This is an optimization exercise on Yosys and OpenROAD, whose aim is small area, not a production implementation.
RTL that was checked went through simulation tests only; none was proved equivalent to the original.
No functional check of the RTL was part of runs 6 and 7.
Power figures rest on the tool's default switching activity, not on a simulated workload.

==> flow/design.v <==
module mem32 (
    input Clk,
    input rst,
    input wr,
    input rd,
    input [3:0] in_add,
    input [31:0] Data_in_32,
    output [31:0] Data_out_32,
    output reg valid
);
    reg [127:0] mem;    
    reg [3:0]   ra;     
    wire in_range = ~(in_add[3] & in_add[2] & (in_add[1] | in_add[0]));
    wire do_wr    = wr & ~rd & in_range & ~rst;   
    wire do_rd    = rd & ~wr & in_range;
    integer b, r, k;
    function [3:0] onehot2(input [1:0] v);
        onehot2 = 4'b0001 << v;
    endfunction
    wire [3:0] wsh = onehot2(in_add[1:0]);
    reg  [31:0] wd;
    reg  [15:0] we;     
    always @(*) begin
        for (b = 0; b < 4; b = b + 1) begin
            wd[8*b +: 8] = 8'h00;
            for (k = 0; k < 4; k = k + 1)
                wd[8*b +: 8] = wd[8*b +: 8] |
                    ({8{wsh[(b - k) & 3]}} & Data_in_32[8*k +: 8]);
        end
        for (b = 0; b < 4; b = b + 1)
            for (r = 0; r < 4; r = r + 1)
                we[4*r + b] = do_wr &
                    (r == ((in_add[3:2] + (b < in_add[1:0])) & 3));
    end
    always @(posedge Clk) begin
        for (b = 0; b < 4; b = b + 1)
            for (r = 0; r < 4; r = r + 1)
                if (we[4*r + b])
                    mem[32*r + 8*b +: 8] <= wd[8*b +: 8];
        if (rd)
            ra <= in_add;
    end
    always @(posedge Clk or posedge rst) begin
        if (rst)
            valid <= 1'b0;
        else if (!(wr && !rd && !in_range))
            valid <= do_rd;
    end
    wire [3:0] rsh = onehot2(ra[1:0]);
    reg  [15:0] rrow;   
    reg  [31:0] bd;
    reg  [31:0] dout;
    always @(*) begin
        for (b = 0; b < 4; b = b + 1)
            for (r = 0; r < 4; r = r + 1)
                rrow[4*r + b] = (r == ((ra[3:2] + (b < ra[1:0])) & 3));
        for (b = 0; b < 4; b = b + 1) begin
            bd[8*b +: 8] = 8'h00;
            for (r = 0; r < 4; r = r + 1)
                bd[8*b +: 8] = bd[8*b +: 8] |
                    ({8{rrow[4*r + b]}} & mem[32*r + 8*b +: 8]);
        end
        for (k = 0; k < 4; k = k + 1) begin
            dout[8*k +: 8] = 8'h00;
            for (b = 0; b < 4; b = b + 1)
                dout[8*k +: 8] = dout[8*k +: 8] |
                    ({8{rsh[(b - k) & 3]}} & bd[8*b +: 8]);
        end
    end
    assign Data_out_32 = dout;
endmodule
==> flow/flow/run.sh <==
#!/bin/bash
# Layout: the standard ORFS flow (standard.sh, unchanged synthesis),
# with the port buffers made from the smallest buffer cell.
set -euo pipefail
export BUFFER_PORTS_ARGS="-buffer_cell sky130_fd_sc_hd__buf_1"
bash standard.sh finish > standard_flow.log 2>&1
==> flow/standard.sh <==
#!/bin/bash
# synth_recipe.tcl (not shown) runs the flow's synth.tcl, then flattens the netlist and writes it again
# the make line also repeats each setting of config.mk as NAME=value (left out here)
make -C /OpenROAD-flow-scripts/flow DESIGN_CONFIG=/design/flow/config.mk WORK_HOME=/design/flow/orfs CLKGATE_MAP_FILE= SYNTH_SCRIPT=/design/flow/synth_recipe.tcl "${@:-finish}"
==> flow/config.mk <==
export PLATFORM = sky130hd
export DESIGN_NAME = mem32
export DESIGN_NICKNAME = mem32
export VERILOG_FILES = /design/flow/design.v
export SDC_FILE = /design/flow/constraint.sdc
export NUM_CORES = 4
export LEC_CHECK = 0
export CAP_MARGIN = 20
export CORE_MARGIN = 2
export CORE_UTILIZATION = 40
export CTS_BUF_LIST = sky130_fd_sc_hd__clkbuf_8
export CTS_CLUSTER_DIAMETER = 100
export CTS_CLUSTER_SIZE = 40
export SLEW_MARGIN = 20
==> flow/constraint.sdc <==
create_clock -name core_clock -period 5.0 [get_ports {Clk}]
set_input_delay 1.0000 -clock core_clock [delete_from_list [all_inputs] [get_ports {Clk}]]
set_output_delay 1.0000 -clock core_clock [all_outputs]
set_load 0.01 [all_outputs]
==> flow_metrics.tcl, run 1 <==
set metrics [dict create \
    status "timing/DRC/antenna clean" \
    routed_wl_um 15500 \
    synth_seq_area_share_pct 60.1 \
    cts_buffer_depth 2 \
    ys_types 38 \
    drc 0 \
    synthCells 360 \
    nFillCells 1433 \
    critPathLaunch "ra[1]" \
    dr.pass1.iters 4 \
    htreeDepth 4 \
    port_buffers 72 \
    cts-root-buf "clkbuf_8" \
    rows 47 \
    ant_nets 0 \
    vias 3887 \
    die_h_um 133 \
    synth_seq_cells 133 \
    nets 475 \
    regArea_um2 3990 \
    clk_pin_slew_ns 0.08 \
    tightest_slew_ns 1.02 \
    slew_headroom_pct 31.8 \
    crit_arrival_ns 3.48 \
    critPathCaptureType "primary output" \
    grt_pass1_wl_um 23400 \
    comb_power_share_pct 18.2 \
    post_cts_resized 0 \
    clkSinkCount 133 \
    clock_skew_ns 0 \
    dpl.hpwl_um 11500 \
    start_kind "flip-flop" \
    reg2reg_to "valid" \
    drive_above_1_share_pct 24.4 \
    power_frac_seq_pct 47.7 \
    initial_core_util_pct 40.5 \
    timing.final.hold_violations 0 \
    grt_start_max_net_pins 37 \
    grtUsageTotal_pct 18.4 \
    period_minus_slack_ns 4.48 \
    ios 73 \
    cts_setup_buffers 0 \
    path_depth 8 \
    fin_tns_setup_ns 0 \
    layout_common_cells "edfxtp_1, buf_1, mux4_2" \
    p_switching_uw 733 \
    cts_hold_buf 0 \
    r2r-start "valid" \
    min_path_type "in2async" \
    power_frac_clock_pct 34.0 \
    dp_cells 630 \
    area_delta_synth_final_pct 12.0 \
    cp_cell_sequence "buf_4 > or2_1 > ha_1 > xor2_2 > mux4_2 > o22ai_1 > a31oi_1 > buf_1" \
    slew_violations 0 \
    r2r_cells 2 \
    synthesis.nets 406 \
    cp_slowest_cell "mux4_2" \
    synth.cell_area_um2 6640 \
    final_cell_count_no_fill 662 \
    antenna_found_initial 0 \
    finalWorstSetupSlack_ns 0.520 \
    cp_top_family "multiplexers" \
    drtIter0Drc 424 \
    multi_input_area_um2 2430 \
    core_area_um2 16400 \
    cellPowerDensity_nw_per_um2 363 \
    antenna_cells 0 \
    p_sw_share_pct 27.2 \
    ir_drop_uv 157 \
    worstSkewPairLatency_ns 0.43 \
    overflow 0 \
    grt_pass1_vias 3753 \
    pre_cts_ws_ns 0.968 \
    die_area_um2 17700 \
    die_width_um 133 \
    final_common_cell "edfxtp_1" \
    viasPerCell 5.87 \
    crit_required_ns 4.00 \
    p_int_mw 1.97 \
    power.leakage_nw 2.34 \
    worstSetupEndpoint "Data_out_32[6]" \
    cts_buffers 17 \
    drv_cap 0 \
    cts_tree "done" \
    reg2reg_slack_ns 4.27 \
    path_class "reg2out" \
    cp_max_fo 25 \
    yosysWarnings 1 \
    max_stage_delay_ns 0.62 \
    cp_num_buf_inv 2 \
    rsz0062_at_grt "no" \
    finalSetupViolations 0 \
    gp_congestion 0.803 \
    syn_avg_cell_area_um2 18.4 \
    wl_per_cell_um 23.4 \
    post-route-util_pct 45.3 \
    fmax_mhz 223 \
    period_share_pct 89.6 \
]
## cell type report
type | count | area share, %
clock buffers | 17 | 3.15
well taps | 220 | 3.70
multi-input cells | 197 | 32.7
repair buffers | 77 | 4.17
inverters | 3 | 0.185
clock inverters | 15 | 2.44
flip-flops and latches | 133 | 53.6
## power groups by stage
stage | sequential [mW] | clock [mW] | combinational [mW]
finish | 1.29 | 0.919 | 0.492
global route | 1.29 | 0.986 | 0.535
CTS | 1.29 | 0.935 | 0.496
detailed placement | 1.31 | 0 | 0.495
global placement | 1.31 | 0 | 0.485
floorplan | 1.30 | 0 | 0.350
## cell usage after synthesis (all sizes together)
cell type / n / area share [%]
buf: 19 / 1.9
nor3b: 1 / 0.19
mux2i: 8 / 1.2
or3: 1 / 0.094
a31oi: 16 / 1.5
nor3: 8 / 1.1
ha: 6 / 1.1
dfrtp: 1 / 0.38
o22ai: 32 / 3.0
edfxtp: 132 / 60
or2: 2 / 0.19
dlygate4sd1: 4 / 0.53
nand4b: 1 / 0.13
a21oi: 16 / 1.2
and3: 7 / 0.66
bufbuf: 2 / 0.57
and2: 1 / 0.094
nand2: 11 / 0.73
mux4: 64 / 22
clkbuf: 2 / 0.13
xnor2: 3 / 0.40
o21ai: 1 / 0.075
xor2: 6 / 1.5
inv: 3 / 0.21
nor2: 1 / 0.056
o211a: 1 / 0.15
nand2b: 11 / 1.0
## flip-flops by register name (all words and copies together) (netlist names)
register	count
mem	128
ra	4
valid	1
## layer usage
layer / part of all wire, % / vias up / wire (µm) / GRT usage, %
li1: - / 1694 / - / -
met1: 45 / 2050 / 7030 / 26.1
met2: 48 / 131 / 7490 / 28.6
met3: 5.1 / 12 / 788 / 4.18
met4: 1.4 / 0 / 211 / 5.38
met5: 0 / - / 0 / 0
## worst min-delay path by stage
stage,end,slack (ns),depth (start not counted)
final,valid,0.42,2
after global routing,valid,0.40,2
after CTS,valid,0.39,2
after detailed placement,valid,0.64,2
after global placement,valid,0.60,2
after floorplan,valid,0.58,2
## kinds of logic (layout without fill, tap and decap cells)
logic type | after synthesis | in the layout | share of synthesized area (%)
compound gates | 66 | 66 | 5.95
xor+xnor | 9 | 9 | 1.87
fa+ha+maj | 6 | 6 | 1.13
buf+inv | 30 | 112 | 3.32
flops | 133 | 133 | 60.1
mux | 72 | 72 | 23.4
simple gates | 44 | 44 | 4.31
## metrics by stage
| stage | power, mW | hold slack, ns | instance area, µm² |
|---|---|---|---|
| after floorplan | 1.65 | 0.576 | 6640 |
| after global placement | 1.80 | 0.605 | 7020 |
| after detailed placement | 1.81 | 0.637 | 7020 |
| after CTS | 2.72 | 0.390 | 7440 |
| after global routing | 2.81 | 0.401 | 7440 |
| final | 2.70 | 0.422 | 7440 |
## worst reg2reg max path, stage by stage (launching register included)
cell      delay (ns)
dfrtp_1         0.42
nand4b_1        0.12
o21ai_1         0.08
==> run 2, diff against run 1 <==
--- a/flow/config.mk
+++ b/flow/config.mk
@@ -8,7 +8,7 @@
 export CAP_MARGIN = 20
 export CORE_MARGIN = 2
 export CORE_UTILIZATION = 40
-export CTS_BUF_LIST = sky130_fd_sc_hd__clkbuf_8
+export CTS_BUF_LIST = sky130_fd_sc_hd__clkbuf_4
 export CTS_CLUSTER_DIAMETER = 100
-export CTS_CLUSTER_SIZE = 40
+export CTS_CLUSTER_SIZE = 30
 export SLEW_MARGIN = 20
==> run 2 against run 1 <==
Highest routed layer unchanged. Die area stayed put. Clock skew stayed put. Largest cell class unchanged. Cell area shrank 1.4%. Utilization fell by 0.63 points.
==> flow_metrics.tcl, run 2 <==
set metrics [dict create \
    comb_power_share_pct 19.5 \
    ys_types 38 \
    port_buffers 72 \
    ios 73 \
    yosys-top-cells-area "edfxtp_1, mux4_2, mux4_1" \
    rsz0062_at_grt "no" \
    drv_cap 0 \
    crit_required_ns 4.00 \
    fin_tns_setup_ns 0 \
    routed_wl_um 15500 \
    reg2reg_to "valid" \
    synthCells 360 \
    reg2reg_slack_ns 4.26 \
    cts_hold_buf 0 \
    die_h_um 133 \
    vias 3863 \
    grt_start_max_net_pins 37 \
    tightest_slew_ns 1.01 \
    grt_pass1_wl_um 23200 \
    yosys.area.top_type "edfxtp_1" \
    power_frac_clock_pct 29.5 \
    synth_seq_cells 133 \
    final_common_cell "edfxtp_1" \
    synthArstFlopShare_pct 0.752 \
    cts_setup_buffers 0 \
    drc 0 \
    worstSetupEndpoint "Data_out_32[6]" \
    drive_above_1_share_pct 24.4 \
    slew_violations 0 \
    fin_area_um2 7330 \
    fmax_mhz 219 \
    yosys-top-cells-count "edfxtp_1, mux4_2, o22ai_1, a21oi_1, a31oi_1" \
    cts-root-buf "clkbuf_4" \
    grt_pass1_vias 3735 \
    status "timing/DRC/antenna clean" \
    cts_buffer_depth 2 \
    synth-edff-count 132 \
    multi_input_area_um2 2430 \
    nets 475 \
    synth_seq_area_share_pct 60.1 \
    clkSinkCount 133 \
    placed_area_um2 7020 \
    dpl.hpwl_um 11500 \
    top_regs "mem x128, ra x4, valid x1" \
    period_minus_slack_ns 4.57 \
    synth.cell_area_um2 6640 \
    dr.pass1.iters 5 \
    yosysWarnings 1 \
    min_path_type "in2async" \
    syn_avg_cell_area_um2 18.4 \
    viasPerCell 5.83 \
    cts_tree "done" \
    critPathCaptureType "primary output" \
    synthesis.nets 406 \
    r2r_cells 2 \
    cts_buffers 17 \
    cellPowerDensity_nw_per_um2 345 \
    ir_drop_uv 110 \
    crit_arrival_ns 3.57 \
    path_class "reg2out" \
    initial_core_util_pct 40.5 \
    power.leakage_nw 2.29 \
    die_width_um 133 \
    critPathLaunch "ra[1]" \
    core_area_um2 16400 \
    clock_skew_ns 0 \
    nFillCells 1455 \
    clk_pin_slew_ns 0.12 \
    die_area_um2 17700 \
    synth_top_area_share_pct 59.7 \
    hold_slack_ns 0.336 \
    grtUsageTotal_pct 18.2 \
    regMostFlops "mem" \
    timing.final.hold_violations 0 \
    finalSetupViolations 0 \
    area_delta_synth_final_pct 10.4 \
    synth.most_common_cell "edfxtp_1" \
    period_share_pct 91.5 \
    gp_congestion 0.803 \
    worstSkewPairLatency_ns 0.50 \
    r2r-start "valid" \
    layout_common_cells "edfxtp_1, buf_1, mux4_2" \
    overflow 0 \
    slew_headroom_pct 32.6 \
    finalWorstSetupSlack_ns 0.426 \
    pre_cts_ws_ns 0.968 \
    post-route-util_pct 44.7 \
    p_int_mw 1.82 \
    power_frac_seq_pct 51.0 \
    antenna_found_initial 1 \
    cp_max_fo 25 \
    p_sw_share_pct 28.0 \
    htreeDepth 4 \
    p_switching_uw 706 \
    ant_nets 0 \
    regArea_um2 3990 \
    start_kind "flip-flop" \
    wl_per_cell_um 23.3 \
    largest_register_ffs 128 \
    drtIter0Drc 372 \
    synth-main-ff-cell "edfxtp_1" \
    post_cts_resized 0 \
    rows 47 \
]
## run 2: cell counts after synthesis
Identical to the previous run, type by type.
## run 2: layer usage
metal	routed length (µm)	track usage, %
met1	7000	26.1
met2	7540	28.4
met3	742	3.83
met4	176	5.44
met5	0	0
## run 2: area by class of cell
| type | count | share of cell area [%] |
|---|---|---|
| clock buffer | 17 | 1.74 |
| antenna | 1 | 0.0341 |
| multi-input combinational | 197 | 33.2 |
| tap | 220 | 3.75 |
| sequential | 133 | 54.4 |
| clock inverter | 15 | 2.47 |
| inverter | 3 | 0.188 |
| timing repair buffer | 77 | 4.23 |
## run 2: kinds of logic after synthesis
kind of cell | Yosys count | synth area share [%]
DFF | 133 | 60.1
muxes | 72 | 23.4
AOI/OAI and AO/OA | 66 | 5.95
and+or+nand+nor | 44 | 4.31
buffers and inverters | 30 | 3.32
xor gates and xnor gates | 9 | 1.87
adders and majority gates | 6 | 1.13
## run 2: how the worst min path moves through the flow
stage / slack, ns / start / end
after floorplan: 0.58 / valid / valid
after global placement: 0.60 / valid / valid
after detailed placement: 0.64 / valid / valid
after CTS: 0.28 / rst / valid
after global routing: 0.29 / rst / valid
final: 0.34 / rst / valid
## run 2: metrics by stage
step / instances / power [mW]
detailed placement: 630 / 1.81
finish: 663 / 2.53
global route: 663 / 2.64
floorplan: 360 / 1.65
global placement: 630 / 1.80
CTS: 662 / 2.55
## run 2: critical path, cell delays in order (launching register included)
cell and delay (ns):
edfxtp_1 0.45, buf_4 0.31, or2_1 0.57, ha_1 0.32
xor2_2 0.38, mux4_2 0.62, o22ai_1 0.18, a31oi_1 0.07
buf_1 0.15
## run 2: power groups by stage
stage	sequential, mW	combinational, mW	clock [mW]
finish	1.29	0.492	0.746
global route	1.29	0.535	0.813
CTS	1.29	0.495	0.765
detailed placement	1.31	0.495	0
global placement	1.31	0.485	0
floorplan	1.30	0.350	0
==> run 3, diff against run 2 <==
==> flow/run.sh (new file) <==
#!/bin/bash
# synth_recipe.tcl (not shown) runs the flow's synth.tcl, then flattens the netlist and writes it again
# the make line also repeats each setting of config.mk as NAME=value (left out here)
make -C /OpenROAD-flow-scripts/flow DESIGN_CONFIG=/design/flow/config.mk WORK_HOME=/design/flow/orfs CLKGATE_MAP_FILE= SYNTH_SCRIPT=/design/flow/synth_recipe.tcl finish
--- a/flow/config.mk
+++ b/flow/config.mk
@@ -8,7 +8,7 @@
 export CAP_MARGIN = 20
 export CORE_MARGIN = 2
 export CORE_UTILIZATION = 40
-export CTS_BUF_LIST = sky130_fd_sc_hd__clkbuf_4
+export CTS_BUF_LIST = sky130_fd_sc_hd__clkbuf_8
 export CTS_CLUSTER_DIAMETER = 100
-export CTS_CLUSTER_SIZE = 30
+export CTS_CLUSTER_SIZE = 40
 export SLEW_MARGIN = 20
removed: flow/flow/run.sh
removed: flow/standard.sh
==> run 3 against run 2 <==
Clock skew unchanged. Count of clock-buffer cells in the layout did not move. Critical path type unchanged. Combinational power increased by about 20%. Largest power group unchanged. Worst setup slack improved by 0.12 ns. Die area unchanged. Via count grew 0.80%. Highest routed layer unchanged. Sequential share of layout area down 4.1 points. Still clean on timing, DRC and antenna. Synthesized cell count did not move. Cell area grew 8.1%. Non-clock buffer count up 1. Register-to-register slack better by 0.05 ns. Critical path depth is 2 lower. Largest cell class unchanged.
==> flow_metrics.tcl, run 3 <==
set metrics [dict create \
    cp_top_family "multiplexers" \
    placed_area_um2 7470 \
    synth_seq_area_share_pct 60.1 \
    drv_cap 0 \
    clkSinkCount 133 \
    timing.final.hold_violations 0 \
    grtUsageTotal_pct 18.7 \
    yosys.area.top_type "edfxtp_1" \
    fmax_mhz 225 \
    status "timing/DRC/antenna clean" \
    top_regs "mem x128, ra x4, valid x1" \
    gp_congestion 0.810 \
    finalWorstSetupSlack_ns 0.548 \
    synth_top_area_share_pct 59.7 \
    min_to "valid" \
    cp_num_buf_inv 1 \
    final_common_cell "edfxtp_1" \
    synth-edff-count 132 \
    r2r-start "valid" \
    reg2reg_to "valid" \
    synthArstFlopShare_pct 0.752 \
    clk_pin_slew_ns 0.07 \
    htreeDepth 4 \
    cts-root-buf "clkbuf_8" \
    synth.most_common_cell "edfxtp_1" \
    cts_hold_buf 0 \
    largest_register_ffs 128 \
    hold_slack_ns 0.608 \
    start_kind "flip-flop" \
    regMostFlops "mem" \
    slew_headroom_pct 33.7 \
    overflow 0 \
    period_minus_slack_ns 4.45 \
    clock_skew_ns 0 \
    period_share_pct 89.0 \
    grt_start_max_net_pins 38 \
    path_class "reg2out" \
    max_stage_delay_ns 0.73 \
    core_area_um2 16400 \
    hold_path.startpoint "valid" \
    critPathCaptureType "primary output" \
    min_path_type "reg2reg" \
    drc 0 \
    die_width_um 133 \
    post-route-util_pct 48.3 \
    pre_cts_ws_ns 0.977 \
    layout_common_cells "edfxtp_1, clkdlybuf4s50_1, mux4_2" \
    antenna_cells 0 \
    cellPowerDensity_nw_per_um2 365 \
    syn_avg_cell_area_um2 18.4 \
    yosys-top-cells-area "edfxtp_1, mux4_2, mux4_1" \
    slew_violations 0 \
    drive_above_1_share_pct 24.8 \
    synth-main-ff-cell "edfxtp_1" \
    fin_area_um2 7930 \
    cp_cell_sequence "or2_1 > ha_1 > mux4_1 > o22ai_1 > a31oi_1 > clkdlybuf4s50_1" \
    grt_pass1_wl_um 23800 \
    final_cell_count_no_fill 663 \
    fin_tns_setup_ns 0 \
    die_area_um2 17700 \
    viasPerCell 5.87 \
    nFillCells 1335 \
    crit_required_ns 4.00 \
    synthCells 360 \
    cts_buffer_depth 2 \
    post_cts_resized 0 \
    dp_cells 631 \
    area_delta_synth_final_pct 19.4 \
    tightest_slew_ns 0.994 \
    dr.pass1.iters 5 \
    r2r_cells 2 \
    port_buffers 72 \
    synth.cell_area_um2 6640 \
    hold_depth 2 \
    cts_buffers 17 \
    finalSetupViolations 0 \
    initial_core_util_pct 40.5 \
    p_total_mw 2.89 \
    antenna_found_initial 0 \
    crit_arrival_ns 3.45 \
    cts_setup_buffers 0 \
    grt_pass1_vias 3906 \
    drtIter0Drc 336 \
    cp_slowest_cell "mux4_1" \
    ys_types 38 \
    rsz0062_at_grt "no" \
    synthesis.nets 406 \
    cts_tree "done" \
    power.leakage_nw 2.55 \
    dpl.hpwl_um 11700 \
    ant_nets 0 \
    wl_per_cell_um 23.9 \
    rows 47 \
    synth_seq_cells 133 \
    die_h_um 133 \
    yosysWarnings 1 \
    vias 3894 \
    worstSkewPairLatency_ns 0.42 \
    routed_wl_um 15800 \
    cp_max_fo 8 \
    ir_drop_uv 172 \
    ios 73 \
    yosys-top-cells-count "edfxtp_1, mux4_2, o22ai_1, a21oi_1, a31oi_1" \
    nets 476 \
    reg2reg_slack_ns 4.31 \
]
==> run 3: cell type report <==
cell class / instances / area [µm²] / share of cell area (%)
sequential: 133 / 3990 / 50.3
clock buffer: 17 / 234 / 2.95
inverter: 3 / 13.8 / 0.174
clock inverter: 15 / 228 / 2.87
timing repair buffer: 78 / 756 / 9.53
tap: 220 / 275 / 3.47
multi-input combinational: 197 / 2430 / 30.7
==> run 3: worst max path at each step <==
stage,startpoint,endpoint,cells after the start
after detailed placement,ra[2],Data_out_32[14],6
final,ra[1],Data_out_32[0],6
after CTS,ra[2],Data_out_32[14],6
after floorplan,ra[0],Data_out_32[6],9
after global placement,ra[1],Data_out_32[0],6
after global routing,ra[2],Data_out_32[14],6
==> run 3: report_power, final <==
part           switching [mW]  total (mW)  internal (mW)
logic                   0.304       0.588          0.284
registers              0.0141        1.29           1.27
clock network           0.416        1.01          0.598
==> run 3: worst min-delay path, cell delays in order (launching register included) <==
cell and delay, ns:
dfrtp_1 0.41, nand4b_1 0.10, o21ai_1 0.06
==> run 3: kinds of logic (layout without fill, tap and decap cells) <==
kind of cell    Yosys count  in the layout  share of synthesized area (%)
compound gates           66             66                           5.95
xor+xnor                  9              9                           1.87
fa+ha+maj                 6              6                           1.13
buf+inv                  30            113                           3.32
flops                   133            133                           60.1
mux                      72             72                           23.4
simple gates             44             44                           4.31
==> run 3: routing by layer <==
| metal | wire length, µm | vias to the layer above | track usage, % |
|---|---|---|---|
| met5 | 0 | - | 0 |
| met4 | 370 | 0 | 6.27 |
| met3 | 949 | 19 | 4.98 |
| met2 | 7590 | 159 | 29.5 |
| met1 | 6930 | 2026 | 25.3 |
| li1 | - | 1690 | - |
==> run 4, diff against run 3 <==
--- a/flow/config.mk
+++ b/flow/config.mk
@@ -7,8 +7,9 @@
 export LEC_CHECK = 0
 export CAP_MARGIN = 20
 export CORE_MARGIN = 2
-export CORE_UTILIZATION = 40
+export CORE_UTILIZATION = 70
 export CTS_BUF_LIST = sky130_fd_sc_hd__clkbuf_8
-export CTS_CLUSTER_DIAMETER = 100
-export CTS_CLUSTER_SIZE = 40
+export CTS_CLUSTER_DIAMETER = 200
+export CTS_CLUSTER_SIZE = 50
+export GPL_TIMING_DRIVEN = 0
 export SLEW_MARGIN = 20
==> run 4 against run 3 <==
Still clean. Sequential share of layout area fell by 0.24 points. Flip-flop and latch count did not move. Clock power barely moved. Combinational power rose by 5.3%. Hold slack improved by 0.0031 ns. Critical endpoint is now Data_out_32[14].
==> flow_metrics.tcl, run 4 <==
set metrics [dict create \
    synth-edff-count 132 \
    wl_per_cell_um 29.5 \
    cts_tree "done" \
    synth_seq_cells 133 \
    fmax_mhz 213 \
    crit_required_ns 4.00 \
    grt_start_max_net_pins 17 \
    cts_buffers 17 \
    crit_arrival_ns 3.70 \
    drv_cap 0 \
    vias 4324 \
    r2r-start "valid" \
    post_cts_resized 0 \
    grt_pass1_vias 4333 \
    area_delta_synth_final_pct 19.9 \
    status "timing/DRC/antenna clean" \
    r2r_cells 2 \
    finalSetupViolations 0 \
    rows 35 \
    synthArstFlopShare_pct 0.752 \
    synth.most_common_cell "edfxtp_1" \
    drc 0 \
    die_h_um 101 \
    synthesis.nets 406 \
    synth_top_area_share_pct 59.7 \
    fin_area_um2 7970 \
    yosys-top-cells-count "edfxtp_1, mux4_2, o22ai_1, a21oi_1, a31oi_1" \
    antenna_found_initial 0 \
    cts_setup_buffers 0 \
    synth.cell_area_um2 6640 \
    synth-main-ff-cell "edfxtp_1" \
    critPathLaunch "ra[0]" \
    ios 73 \
    htreeDepth 4 \
    ir_drop_uv 258 \
    power.leakage_nw 2.65 \
    cts_buffer_depth 2 \
    nets 498 \
    dpl.hpwl_um 12400 \
    slew_headroom_pct 45.2 \
    rsz0062_at_grt "no" \
    clock_skew_ns 0 \
    cts-root-buf "clkbuf_8" \
    clk_pin_slew_ns 0.08 \
    ant_nets 0 \
    grt_pass1_wl_um 26100 \
    dr.pass1.iters 6 \
    viasPerCell 7.28 \
    hold_depth 2 \
    cellPowerDensity_nw_per_um2 363 \
    regMostFlops "mem" \
    yosys.area.top_type "edfxtp_1" \
    die_area_um2 10300 \
    drive_above_1_share_pct 26.7 \
    port_buffers 72 \
    cp_max_fo 10 \
    worstSkewPairLatency_ns 0.42 \
    fin_tns_setup_ns 0 \
    die_width_um 101 \
    syn_avg_cell_area_um2 18.4 \
    cp_slowest_cell "mux4_2" \
    final_common_cell "edfxtp_1" \
    clkSinkCount 133 \
    start_kind "flip-flop" \
    gp_congestion 0.959 \
    path_class "reg2out" \
    overflow 0 \
    timing.final.hold_violations 0 \
    antenna_cells 0 \
    routed_wl_um 17500 \
    grtUsageTotal_pct 36.7 \
    ys_types 38 \
    top_regs "mem x128, ra x4, valid x1" \
    placed_area_um2 7530 \
    yosys-top-cells-area "edfxtp_1, mux4_2, mux4_1" \
    yosysWarnings 1 \
    hold_path.startpoint "valid" \
    initial_core_util_pct 71.9 \
    synthCells 360 \
    cts_hold_buf 0 \
    largest_register_ffs 128 \
    slew_violations 0 \
    post-route-util_pct 86.2 \
    layout_common_cells "edfxtp_1, clkdlybuf4s50_1, mux4_2" \
    period_minus_slack_ns 4.70 \
    core_area_um2 9240 \
    max_stage_delay_ns 0.64 \
    cpMostUsedCell "buf_6" \
    tightest_slew_ns 0.818 \
    cp_cell_sequence "buf_6 > or2_1 > buf_6 > buf_2 > ha_1 > xor2_2 > mux4_2 > o22ai_1 > a31oi_1 > clkdlybuf4s50_1" \
    min_path_type "reg2reg" \
    critPathCaptureType "primary output" \
    synth_seq_area_share_pct 60.1 \
    drtIter0Drc 545 \
    period_share_pct 94.0 \
]
## run 4: power breakdown
group          internal, mW  switching [mW]
clock network         0.549           0.444
logic                 0.298           0.321
registers              1.27          0.0105
## run 4: cells by family after synthesis
| kind of cell | after synthesis | synth area share, % |
|---|---|---|
| compound gates | 66 | 5.95 |
| xor+xnor | 9 | 1.87 |
| fa+ha+maj | 6 | 1.13 |
| buf+inv | 30 | 3.32 |
| flops | 133 | 60.1 |
| mux | 72 | 23.4 |
| simple gates | 44 | 4.31 |
## run 4: critical path: cells and delay by family, from the launching register on
kind                     cells  cell delay [ns]
multiplexers                 1             0.64
XOR/XNOR                     1             0.45
buffers and inverters        4             1.01
AND/OR/NAND/NOR              1             0.24
flip-flops                   1             0.42
AO/OA/AOI/OAI                2             0.27
adder cells (fa/ha/maj)      1             0.23
## run 4: area by class of cell
type                    instances  area, µm²
plain buffers                  27        206
clock buffers                  17        234
clock inverters                15        203
fillers                       391       1270
inverters                       3       13.8
multi-input cells             197       2430
flip-flops and latches        133       3990
well taps                     129        161
repair buffers                 73        726
## run 4: per-layer routing
metal / part of all wire, % / global-route usage, % / vias up
li1: - / - / 1741
met1: 33 / 47.7 / 2064
met2: 49 / 58.7 / 445
met3: 13 / 11.2 / 74
met4: 4.7 / 15.2 / 0
met5: 0 / 0 / -
## run 4: worst paths after layout
path,end,slack [ns]
max in group asynchronous,valid,4.10
min,valid,0.61
min reg2reg,valid,0.61
max,Data_out_32[14],0.30
max reg2reg,valid,4.30
min in group asynchronous,valid,0.80
## run 4: per-stage QoR
step | instances | hold WS [ns] | power [mW] | setup WS (ns)
final | 594 | 0.611 | 2.89 | 0.302
after global routing | 594 | 0.638 | 2.97 | 0.138
after CTS | 594 | 0.596 | 2.89 | 0.316
after detailed placement | 562 | 0.586 | 1.91 | 0.814
after global placement | 561 | 0.550 | 1.89 | 0.855
after floorplan | 360 | 0.576 | 1.65 | 1.60
==> run 5, diff against run 4 <==
==> flow/flow/run.sh (new file) <==
#!/bin/bash
# Layout: the standard ORFS flow (standard.sh, unchanged synthesis),
# with the port buffers made from the smallest buffer cell and larger
# clock-tree sink clusters.
set -euo pipefail
export BUFFER_PORTS_ARGS="-buffer_cell sky130_fd_sc_hd__buf_1"
export CTS_ARGS="-sink_clustering_enable -repair_clock_nets -buf_list sky130_fd_sc_hd__clkbuf_8 -sink_clustering_size 40 -sink_clustering_max_diameter 150 -sink_buffer_max_cap_derate 0.3"
bash standard.sh finish > standard_flow.log 2>&1
==> flow/standard.sh (new file) <==
#!/bin/bash
# synth_recipe.tcl (not shown) runs the flow's synth.tcl, then flattens the netlist and writes it again
# the make line also repeats each setting of config.mk as NAME=value (left out here)
make -C /OpenROAD-flow-scripts/flow DESIGN_CONFIG=/design/flow/config.mk WORK_HOME=/design/flow/orfs CLKGATE_MAP_FILE= SYNTH_SCRIPT=/design/flow/synth_recipe.tcl "${@:-finish}"
--- a/flow/config.mk
+++ b/flow/config.mk
@@ -7,9 +7,8 @@
 export LEC_CHECK = 0
 export CAP_MARGIN = 20
 export CORE_MARGIN = 2
-export CORE_UTILIZATION = 70
+export CORE_UTILIZATION = 40
 export CTS_BUF_LIST = sky130_fd_sc_hd__clkbuf_8
-export CTS_CLUSTER_DIAMETER = 200
-export CTS_CLUSTER_SIZE = 50
-export GPL_TIMING_DRIVEN = 0
+export CTS_CLUSTER_DIAMETER = 100
+export CTS_CLUSTER_SIZE = 40
 export SLEW_MARGIN = 20
removed: flow/run.sh
==> run 5 against run 4 <==
Flip-flop and latch count stayed put. Cell count is 11% higher. Non-clock buffer count is 23 lower. Largest power group unchanged. Highest routed layer unchanged.
==> flow_metrics.tcl, run 5 <==
set metrics [dict create \
    status "timing/DRC/antenna clean" \
    worstSkewPairLatency_ns 0.43 \
    path_class "reg2out" \
    synthesis.nets 406 \
    cts-root-buf "clkbuf_8" \
    routed_wl_um 15500 \
    dpl.hpwl_um 11500 \
    grtUsageTotal_pct 18.4 \
    wl_per_cell_um 23.4 \
    layout_common_cells "edfxtp_1, buf_1, mux4_2" \
    finalSetupViolations 0 \
    nFillCells 1433 \
    yosys.area.top_type "edfxtp_1" \
    synthCells 360 \
    synth_seq_area_share_pct 60.1 \
    antenna_cells 0 \
    cp_max_fo 25 \
    multi_input_area_um2 2430 \
    drc 0 \
    die_width_um 133 \
    htreeDepth 4 \
    cellPowerDensity_nw_per_um2 363 \
    slew_violations 0 \
    power.leakage_nw 2.34 \
    min_path_type "in2async" \
    synth_seq_cells 133 \
    drtIter0Drc 424 \
    reg2reg_slack_ns 4.27 \
    synth-main-ff-cell "edfxtp_1" \
    clkSinkCount 133 \
    syn_avg_cell_area_um2 18.4 \
    regArea_um2 3990 \
    top_regs "mem x128, ra x4, valid x1" \
    tightest_slew_ns 1.02 \
    fin_tns_setup_ns 0 \
    rsz0062_at_grt "no" \
    die_h_um 133 \
    grt_start_max_net_pins 37 \
    ys_types 38 \
    synth-edff-count 132 \
    start_kind "flip-flop" \
    rows 47 \
    area_delta_synth_final_pct 12.0 \
    yosys-top-cells-area "edfxtp_1, mux4_2, mux4_1" \
    cts_tree "done" \
    grt_pass1_vias 3753 \
    crit_required_ns 4.00 \
    cts_setup_buffers 0 \
    reg2reg_to "valid" \
    vias 3887 \
    yosysWarnings 1 \
    final_common_cell "edfxtp_1" \
    r2r-start "valid" \
    slew_headroom_pct 31.8 \
    synth.most_common_cell "edfxtp_1" \
    critPathCaptureType "primary output" \
    dp_cells 630 \
    cts_buffers 17 \
    synthArstFlopShare_pct 0.752 \
    core_area_um2 16400 \
    fmax_mhz 223 \
    antenna_found_initial 0 \
    die_area_um2 17700 \
    ant_nets 0 \
    clk_pin_slew_ns 0.08 \
    period_share_pct 89.6 \
    drive_above_1_share_pct 24.4 \
    regMostFlops "mem" \
    overflow 0 \
    grt_pass1_wl_um 23400 \
    synth.cell_area_um2 6640 \
    port_buffers 72 \
    synth_top_area_share_pct 59.7 \
    crit_arrival_ns 3.48 \
    gp_congestion 0.803 \
    nets 475 \
    initial_core_util_pct 40.5 \
    timing.final.hold_violations 0 \
    cts_hold_buf 0 \
    dr.pass1.iters 4 \
    cts_buffer_depth 2 \
    viasPerCell 5.87 \
    clock_skew_ns 0 \
    drv_cap 0 \
    largest_register_ffs 128 \
    ios 73 \
    ir_drop_uv 157 \
    period_minus_slack_ns 4.48 \
    yosys-top-cells-count "edfxtp_1, mux4_2, o22ai_1, a21oi_1, a31oi_1" \
    final_cell_count_no_fill 662 \
    r2r_cells 2 \
    post_cts_resized 0 \
]
-- run 5: cell types whose count changed in the layout (fill, tap and decap cells not counted), sizes merged --
cell / previous run / this run
clkdlybuf4s50: 72 / 0
buf: 20 / 75
dlygate4sd1: 4 / 0
clkinv: 5 / 8
bufbuf: 2 / 0
inv: 7 / 5
bufinv: 4 / 3
-- run 5: worst max path at each step --
stage                          end  start  cells after the start  slack [ns]
floorplan           Data_out_32[6]  ra[0]                      9        1.60
global route        Data_out_32[6]  ra[1]                      8        0.25
detailed placement  Data_out_32[6]  ra[1]                      8        0.97
global placement    Data_out_32[6]  ra[1]                      8        1.09
CTS                 Data_out_32[6]  ra[1]                      8        0.50
finish              Data_out_32[6]  ra[1]                      8        0.52
-- run 5: metal layers --
| layer | vias up | routed length (µm) | global-route usage [%] |
|---|---|---|---|
| met5 | - | 0 | 0 |
| met4 | 0 | 211 | 5.38 |
| met3 | 12 | 788 | 4.18 |
| met2 | 131 | 7490 | 28.6 |
| met1 | 2050 | 7030 | 26.1 |
| li1 | 1694 | - | - |
-- run 5: power breakdown --
part	switching [mW]	internal, mW	leakage, nW
Combinational	0.294	0.198	0.926
Clock	0.422	0.497	0.203
Sequential	0.0168	1.27	1.21
Total	0.733	1.97	2.34
-- run 5: cells by family (layout without fill, tap and decap cells) --
group / Yosys count / count (layout) / synth area share, %
AOI/OAI and AO/OA: 66 / 66 / 5.95
xor gates and xnor gates: 9 / 9 / 1.87
adders and majority gates: 6 / 6 / 1.13
buffers and inverters: 30 / 112 / 3.32
DFF: 133 / 133 / 60.1
muxes: 72 / 72 / 23.4
and+or+nand+nor: 44 / 44 / 4.31
-- run 5: critical path: stages (launching register included) --
cell and delay, ns:
edfxtp_1 0.43, buf_4 0.31, or2_1 0.58, ha_1 0.32, xor2_2 0.37, mux4_2 0.62
o22ai_1 0.18, a31oi_1 0.07, buf_1 0.14
-- run 5: through the flow --
step / hold slack [ns] / total power, mW / setup WS [ns] / utilization, % / cell area [µm²]
detailed placement: 0.637 / 1.81 / 0.968 / 42.8 / 7020
floorplan: 0.576 / 1.65 / 1.60 / - / 6640
global route: 0.401 / 2.81 / 0.254 / 45.3 / 7440
finish: 0.422 / 2.70 / 0.520 / 45.3 / 7440
global placement: 0.605 / 1.80 / 1.09 / 42.8 / 7020
CTS: 0.390 / 2.72 / 0.498 / 45.3 / 7440
-- run 5: final cells by class --
cell class                 instances  share of cell area (%)
clock buffer                      17                    3.15
inverter                           3                   0.185
multi-input combinational        197                    32.7
sequential                       133                    53.6
clock inverter                    15                    2.44
timing repair buffer              77                    4.17
tap                              220                    3.70
==> run 6, diff against run 5 <==
==> flow/design.v (replaced) <==
module mem32 (
    input Clk,
    input rst,
    input wr,
    input rd,
    input [3:0] in_add,
    input [31:0] Data_in_32,
    output [31:0] Data_out_32,
    output reg valid
);
    reg [127:0] mem;    
    reg [3:0]   ra;     
    wire       in_range = ~(in_add[3] & in_add[2] & (in_add[1] | in_add[0]));
    wire       do_wr    = wr & ~rd & in_range & ~rst;   
    wire       do_rd    = rd & ~wr & in_range;
    wire [1:0] ws       = in_add[1:0];
    wire [1:0] wrow     = in_add[3:2];
    reg  [31:0] wd;
    integer b, r, k;
    always @(*) begin
        for (b = 0; b < 4; b = b + 1)
            wd[8*b +: 8] = Data_in_32[8*((b - ws) & 3) +: 8];
    end
    always @(posedge Clk) begin
        for (b = 0; b < 4; b = b + 1)
            for (r = 0; r < 4; r = r + 1)
                if (do_wr && (r == wrow + (b < ws)))
                    mem[32*r + 8*b +: 8] <= wd[8*b +: 8];
        if (rd)
            ra <= in_add;
    end
    always @(posedge Clk or posedge rst) begin
        if (rst)
            valid <= 1'b0;
        else if (!(wr && !rd && !in_range))
            valid <= do_rd;
    end
    reg [31:0] bd;
    reg [31:0] dout;
    always @(*) begin
        for (b = 0; b < 4; b = b + 1)
            bd[8*b +: 8] = mem[32*((ra[3:2] + (b < ra[1:0])) & 3) + 8*b +: 8];
        for (k = 0; k < 4; k = k + 1)
            dout[8*k +: 8] = bd[8*((k + ra[1:0]) & 3) +: 8];
    end
    assign Data_out_32 = dout;
endmodule
==> flow/run.sh (new file) <==
#!/bin/bash
# synth_recipe.tcl (not shown) runs the flow's synth.tcl, then flattens the netlist and writes it again
# the make line also repeats each setting of config.mk as NAME=value (left out here)
make -C /OpenROAD-flow-scripts/flow DESIGN_CONFIG=/design/flow/config.mk WORK_HOME=/design/flow/orfs CLKGATE_MAP_FILE= SYNTH_SCRIPT=/design/flow/synth_recipe.tcl finish
--- a/flow/config.mk
+++ b/flow/config.mk
@@ -8,7 +8,4 @@
 export CAP_MARGIN = 20
 export CORE_MARGIN = 2
 export CORE_UTILIZATION = 40
-export CTS_BUF_LIST = sky130_fd_sc_hd__clkbuf_8
-export CTS_CLUSTER_DIAMETER = 100
-export CTS_CLUSTER_SIZE = 40
 export SLEW_MARGIN = 20
removed: flow/flow/run.sh
removed: flow/standard.sh
==> run 6 against run 5 <==
Sequential share of layout area is 6.7 points lower. Total power is 19% higher. Utilization is 5.9 points higher. Sequential power hardly changed. Highest routed layer unchanged.
==> flow_metrics.tcl, run 6 <==
set metrics [dict create \
    status "timing/DRC/antenna clean" \
    slew_violations 0 \
    viasPerCell 5.85 \
    die_area_um2 18000 \
    ys_types 25 \
    min_to "valid" \
    core_area_um2 16600 \
    r2r-start "valid" \
    hold_path.startpoint "valid" \
    max_stage_delay_ns 0.69 \
    wl_per_cell_um 24.9 \
    antenna_cells 0 \
    tightest_slew_ns 0.885 \
    drive_above_1_share_pct 31.3 \
    syn_avg_cell_area_um2 23.0 \
    period_minus_slack_ns 4.69 \
    ir_drop_uv 245 \
    period_share_pct 93.9 \
    grt_pass1_wl_um 23200 \
    die_h_um 134 \
    yosys.area.top_type "edfxtp_1" \
    yosys-top-cells-count "edfxtp_1, mux4_2, mux4_1, ha_1, clkbuf_1" \
    rsz0062_at_grt "no" \
    gp_congestion 0.784 \
    p_total_mw 3.21 \
    synth-main-ff-cell "edfxtp_1" \
    port_buffers 72 \
    finalSetupViolations 0 \
    initial_core_util_pct 41.0 \
    synth.most_common_cell "edfxtp_1" \
    cellPowerDensity_nw_per_um2 378 \
    pre_cts_ws_ns 0.716 \
    largest_register_ffs 128 \
    antenna_found_initial 0 \
    cp_max_fo 9 \
    fmax_mhz 213 \
    rows 47 \
    clock_skew_ns 0 \
    ios 73 \
    final_common_cell "edfxtp_1" \
    cp_num_buf_inv 3 \
    crit_required_ns 4.00 \
    cp_slowest_cell "mux4_1" \
    cts_tree "done" \
    synthArstFlopShare_pct 0.752 \
    cp_top_family "multiplexers" \
    grt_start_max_net_pins 35 \
    reg2reg_slack_ns 4.27 \
    cts_setup_buffers 0 \
    area_delta_synth_final_pct 25.1 \
    hold_depth 2 \
    start_kind "flip-flop" \
    synthesis.nets 348 \
    critPathCaptureType "primary output" \
    power.leakage_nw 2.85 \
    path_class "reg2out" \
    slew_headroom_pct 40.8 \
    ant_nets 0 \
    fin_tns_setup_ns 0 \
    post_cts_resized 0 \
    cts-root-buf "clkbuf_16" \
    cts_buffer_depth 2 \
    routed_wl_um 15500 \
    cts_hold_buf 0 \
    clkSinkCount 133 \
    grtUsageTotal_pct 18.1 \
    synth_seq_area_share_pct 58.7 \
    regMostFlops "mem" \
    drtIter0Drc 255 \
    synth_seq_cells 133 \
    dpl.hpwl_um 11500 \
    synth.cell_area_um2 6790 \
    finalWorstSetupSlack_ns 0.307 \
    r2r_cells 2 \
    reg2reg_to "valid" \
    top_regs "mem x128, ra x4, valid x1" \
    layout_common_cells "edfxtp_1, clkdlybuf4s50_1, mux4_2" \
    grt_pass1_vias 3607 \
    crit_arrival_ns 3.69 \
    synth-edff-count 132 \
    synthCells 295 \
    htreeDepth 4 \
    dr.pass1.iters 4 \
    critPathLaunch "ra[1]" \
    drc 0 \
    synth_top_area_share_pct 58.3 \
    cts_buffers 17 \
    drv_cap 0 \
    post-route-util_pct 51.3 \
    nets 443 \
    clk_pin_slew_ns 0.06 \
    yosys-top-cells-area "edfxtp_1, mux4_2, mux4_1" \
    timing.final.hold_violations 0 \
    worstSkewPairLatency_ns 0.41 \
    overflow 0 \
    cp_cell_sequence "inv_2 > ha_1 > inv_1 > ha_1 > mux4_1 > mux4_1 > clkdlybuf4s50_1" \
    vias 3643 \
    die_width_um 134 \
    yosysWarnings 1 \
    min_path_type "reg2reg" \
]
## run 6: cell types whose count changed after synthesis, sizes merged, moves of 8 or more
cell    before  now
a21oi       16    0
a31oi       16    0
buf         19   11
mux2i        8    0
mux4        64   96
nand2       11    1
nand2b      11    0
o22ai       32    0
## run 6: worst max path at each step
| stage | to | slack [ns] | cells past startpoint |
|---|---|---|---|
| final | Data_out_32[21] | 0.31 | 7 |
| after global routing | Data_out_32[26] | 0.20 | 7 |
| after CTS | Data_out_32[21] | 0.28 | 7 |
| after detailed placement | Data_out_32[21] | 0.72 | 7 |
| after global placement | Data_out_32[29] | 0.74 | 7 |
| after floorplan | mem[32] | 1.16 | 8 |
## run 6: layer usage
layer	global-route usage, %	vias up	share of wire [%]
met1	24.1	1948	43
met3	4.08	11	4.6
met5	0	-	0
met2	29.8	116	52
met4	5.96	0	0.88
li1	-	1568	-
## run 6: report_power, final
part	internal, mW	switching [mW]	total [mW]
combinational	0.363	0.289	0.652
sequential	1.28	0.0120	1.29
clock	0.827	0.446	1.27
## run 6: final cells by class
class	instances	area [µm²]
fill	1339	8080
sequential	133	3990
multi-input combinational	135	2700
timing repair buffer	96	896
clock buffer	17	425
tap	220	275
clock inverter	15	188
inverter	7	26.3
## run 6: per-stage QoR
step / hold slack, ns / instance area [µm²] / instances
2_1_floorplan: 0.581 / 6790 / 295
3_3_place_gp: 0.544 / 7890 / 591
3_5_place_dp: 0.556 / 7890 / 591
4_1_cts: 0.577 / 8500 / 623
5_1_grt: 0.630 / 8500 / 623
6_report: 0.568 / 8500 / 623
## run 6: cells by family after synthesis
| kind of cell | count (synthesis) | synth area share (%) |
|---|---|---|
| buffers and inverters | 27 | 2.10 |
| DFF | 133 | 58.7 |
| AOI/OAI and AO/OA | 3 | 0.258 |
| adders and majority gates | 13 | 2.39 |
| muxes | 96 | 33.7 |
| and+or+nand+nor | 20 | 2.23 |
| xor gates and xnor gates | 3 | 0.608 |
## run 6: worst register-to-register path, delay by kind of cell, from the launching register on
family             cells  cell delay (ns)
and+or+nand+nor        1             0.08
AOI/OAI and AO/OA      1             0.20
DFF                    1             0.35
==> run 7, diff against run 6 <==
==> flow/design.v (replaced) <==
`timescale 1ns / 1ps
module mem32 (
    input Clk,                
    input rst,              
    input wr,         
    input rd,            
    input [3:0] in_add,      
    input [31:0] Data_in_32,  
    output reg [31:0] Data_out_32,  
    output reg valid
);
    reg [7:0] A [0:15];  
    always @(posedge Clk or posedge rst) begin
        if (rst) begin
            Data_out_32 <= 32'b0;
            valid <= 0;
        end else begin
            case ({wr, rd}) 
                2'b10: begin
                    if (in_add <= 12) begin  
                        A[in_add]     <= Data_in_32[7:0];    
                        A[in_add + 1] <= Data_in_32[15:8];   
                        A[in_add + 2] <= Data_in_32[23:16];  
                        A[in_add + 3] <= Data_in_32[31:24];  
                        valid <= 0;
                    end
                end
                2'b01: begin
                    if (in_add <= 12) begin  
                        Data_out_32[7:0]    <= A[in_add];      
                        Data_out_32[15:8]   <= A[in_add + 1];  
                        Data_out_32[23:16]  <= A[in_add + 2];  
                        Data_out_32[31:24]  <= A[in_add + 3]; 
                        valid <= 1; 
                    end else begin
                        Data_out_32 <= 32'b0; 
                        valid <= 0; 
                    end
                end
                default: begin
                    Data_out_32 <= 32'b0;  
                    valid <= 0;
                end
            endcase
        end
    end
endmodule
==> run 7 against run 6 <==
Cell area rose by 88%. Sequential share of layout area down 18 points. Highest routed layer is now met5. Largest power group unchanged. Hold slack worse by 0.080 ns. Combinational power is 79% higher. Cell count rose to 3.4 times the previous value. Total power is 29% higher. Flip-flop and latch count up 28. Synthesized area rose by 110%. Die area is 100% higher. Utilization decreased by 4.9 points. Synthesized cell count grew to 5.6 times the previous value. Critical path depth increased by 1.
==> flow_metrics.tcl, run 7 <==
set metrics [dict create \
    critPathCaptureType "flip-flop" \
    rsz0062_at_grt "no" \
    min_path_type "reg2reg" \
    fin_area_um2 16000 \
    ys_types 86 \
    synth-compound-area-share_pct 29.1 \
    cp_max_fo 25 \
    reg2reg_slack_ns 2.46 \
    antenna_found_initial 9 \
    cts-root-buf "clkbuf_16" \
    p_sw_share_pct 36.0 \
    layout_common_cells "nand2_1, mux2i_1, nor2_1" \
    grt_pass1_vias 14753 \
    finalWorstSetupSlack_ns 1.01 \
    post_cts_resized 0 \
    area_delta_synth_final_pct 14.2 \
    grt_start_max_net_pins 63 \
    min_to "Data_out_32[10]" \
    htreeDepth 4 \
    slew_violations 0 \
    drv_cap 0 \
    dp_cells 2100 \
    clock_skew_ns 0.0162 \
    muxShareOfSynthArea_pct 13.2 \
    nFillCells 3486 \
    start_kind "primary input" \
    p_total_mw 4.16 \
    synth-main-ff-cell "edfxtp_1" \
    synth.most_common_cell "nand2_1" \
    yosys-top-cells-count "nand2_1, mux2i_1, nor2_1, edfxtp_1, clkbuf_1" \
    finalSetupViolations 0 \
    die_width_um 191 \
    tightest_slew_ns 1.20 \
    viasPerCell 7.54 \
    timing.final.hold_violations 0 \
    synth_seq_area_share_pct 33.3 \
    power_frac_seq_pct 38.4 \
    gp_congestion 1.09 \
    crit_arrival_ns 4.28 \
    synthesis.nets 1688 \
    core_area_um2 34500 \
    yosys.area.top_type "edfxtp_1" \
    synth_fa_ha_area_share_pct 0.178 \
    cts_buffer_depth 2 \
    ir_drop_uv 252 \
    synth.cell_area_um2 14000 \
    r2r_cells 5 \
    period_share_pct 79.7 \
    largest_register_ffs 128 \
    synthCells 1646 \
    hold_depth 2 \
    port_buffers 72 \
    die_h_um 191 \
    comb_power_share_pct 28.1 \
    overflow 0 \
    synthArstFlopShare_pct 20.5 \
    worstSkewPairLatency_ns 0.47 \
    initial_core_util_pct 40.6 \
    post-route-util_pct 46.4 \
    dpl.hpwl_um 64100 \
    period_minus_slack_ns 3.99 \
    fmax_mhz 251 \
    grtUsageTotal_pct 49.0 \
    synth-edff-count 128 \
    cts_buffers 17 \
    pre_cts_ws_ns 0.477 \
    nets 1706 \
    yosysWarnings 2 \
    power_frac_clock_pct 33.5 \
    dr.pass1.iters 8 \
    drive_above_1_share_pct 12.4 \
    wl_per_cell_um 41.9 \
    fin_tns_setup_ns 0 \
    syn_avg_cell_area_um2 8.52 \
    p_switching_mw 1.50 \
    status "timing/DRC/antenna clean" \
    power.leakage_nw 5.95 \
    ios 73 \
    top_regs "A x128, Data_out_32 x32, valid x1" \
    p_int_mw 2.66 \
    placed_area_um2 15400 \
    slew_headroom_pct 19.5 \
    synth_top_family_by_area "compound AO/OA/AOI/OAI gates" \
    synth_xor_area_share_pct 0.178 \
    r2r-start "A[5][3]" \
    cts_tree "done" \
    clkSinkCount 161 \
    routed_wl_um 89500 \
    yosys.area_share.simple_pct 18.0 \
    vias 16108 \
    ant_nets 0 \
    synth_top_area_share_pct 27.4 \
    final_common_cell "nand2_1" \
    synth_seq_cells 161 \
    cts_setup_buffers 0 \
    grt_pass1_wl_um 123000 \
    cellPowerDensity_nw_per_um2 260 \
    clk_pin_slew_ns 0.07 \
    crit_required_ns 5.30 \
    regMostFlops "A" \
    rows 68 \
    yosys-top-cells-area "edfxtp_1, mux2i_1, dfrtp_1" \
    hold_path.startpoint "Data_out_32[10]" \
    drc 0 \
    drtIter0Drc 2853 \
    hold_slack_ns 0.488 \
    cts_hold_buf 0 \
    path_class "in2reg" \
    final_cell_count_no_fill 2136 \
    reg2reg_to "Data_out_32[19]" \
    die_area_um2 36600 \
]
[run 7: cell types whose count changed in the layout (fill, tap and decap cells not counted), sizes merged, moves of 87 or more]
cell / before / now
nand2: 1 / 196
nor2: 1 / 146
mux2i: 0 / 142
mux4: 96 / 6
a211oi: 0 / 88
o21ai: 2 / 89
[run 7: per-layer routing]
metal,share of wire [%],GRT usage (%)
met5,0.12,0
met4,7.7,31.3
met3,15,21.4
met2,41,68.9
met1,36,60.7
[run 7: cells by family (layout without fill, tap and decap cells)]
group,after synthesis,in the layout
buf+inv,192,223
simple gates,537,537
mux,174,174
xor+xnor,2,2
compound gates,578,578
flops,161,161
fa+ha+maj,2,2
other cells,0,4
[run 7: layout make-up]
type	instances	area (µm²)	area share [%]
well taps	455	569	3.55
repair buffers	178	1550	9.69
clock buffers	17	425	2.66
flip-flops and latches	161	4670	29.2
multi-input cells	1293	8590	53.6
clock inverters	15	158	0.984
inverters	13	48.8	0.305
diodes	4	10.0	0.0625
[run 7: how the worst max path moves through the flow]
stage	startpoint	to	slack [ns]
after floorplan	in_add[1]	A[10][0]	1.12
after global placement	in_add[1]	Data_out_32[26]	0.49
after detailed placement	in_add[1]	Data_out_32[26]	0.48
after CTS	in_add[1]	Data_out_32[26]	0.96
after global routing	in_add[1]	Data_out_32[26]	0.84
final	in_add[1]	Data_out_32[26]	1.01
[run 7: worst max-delay path: stages]
cell	delay (ns)
buf_4	0.20
ha_1	0.37
xnor2_2	0.86
buf_4	0.40
mux2i_1	0.24
o22ai_1	0.11
a2111oi_1	0.86
a32oi_1	0.22
[run 7: power groups by stage]
stage          logic (mW)  registers (mW)  clock network, mW
3_3_place_gp         1.11            1.62                  0
6_report             1.17            1.60               1.39
5_1_grt              1.20            1.59               1.43
2_1_floorplan       0.641            1.58                  0
4_1_cts              1.11            1.59               1.39
3_5_place_dp         1.11            1.62                  0

static timing again, ports no longer ideal:
No port has a modelled driver above. Below, the same layouts with a new extraction and two added sets of constraints. Step 1, drivers: a clkbuf_16 drives Clk and a buf_2 each remaining input, both assumed. Step 2 times the ports against the registers' clock, not the clock port: input delays grow and output delays shrink by t, the midpoint of the rising clock arrivals with the driver on. Slacks: ideal ports / drivers / drivers and shift; pairs: ideal ports / drivers.
run | shift t [ns] | setup WS [ns] | worst setup path after step 2 | worst register clock-pin slew, ns | worst slew at a driven data input, ns
run 1 | 0.467 | 0.520 / 0.478 / 0.945 | register to output | 0.08 / 0.08 | 0.07
run 2 | 0.546 | 0.426 / 0.385 / 0.931 | register to output | 0.12 / 0.12 | 0.07
run 3 | 0.464 | 0.548 / 0.509 / 0.973 | register to output | 0.08 / 0.08 | 0.04
run 4 | 0.461 | 0.302 / 0.265 / 0.726 | register to output | 0.09 / 0.09 | 0.06
run 5 | 0.467 | 0.520 / 0.478 / 0.945 | register to output | 0.08 / 0.08 | 0.07
run 6 | 0.443 | 0.307 / 0.267 / 0.710 | register to output | 0.06 / 0.06 | 0.04
run 7 | 0.514 | 1.014 / 1.043 / 0.529 | input to register | 0.08 / 0.08 | 0.06
After both steps setup and hold are still met in every run listed. For run 7, which loses most, drivers alone change the setup slack by +0.029 ns; drivers and shift together by -0.485 ns.
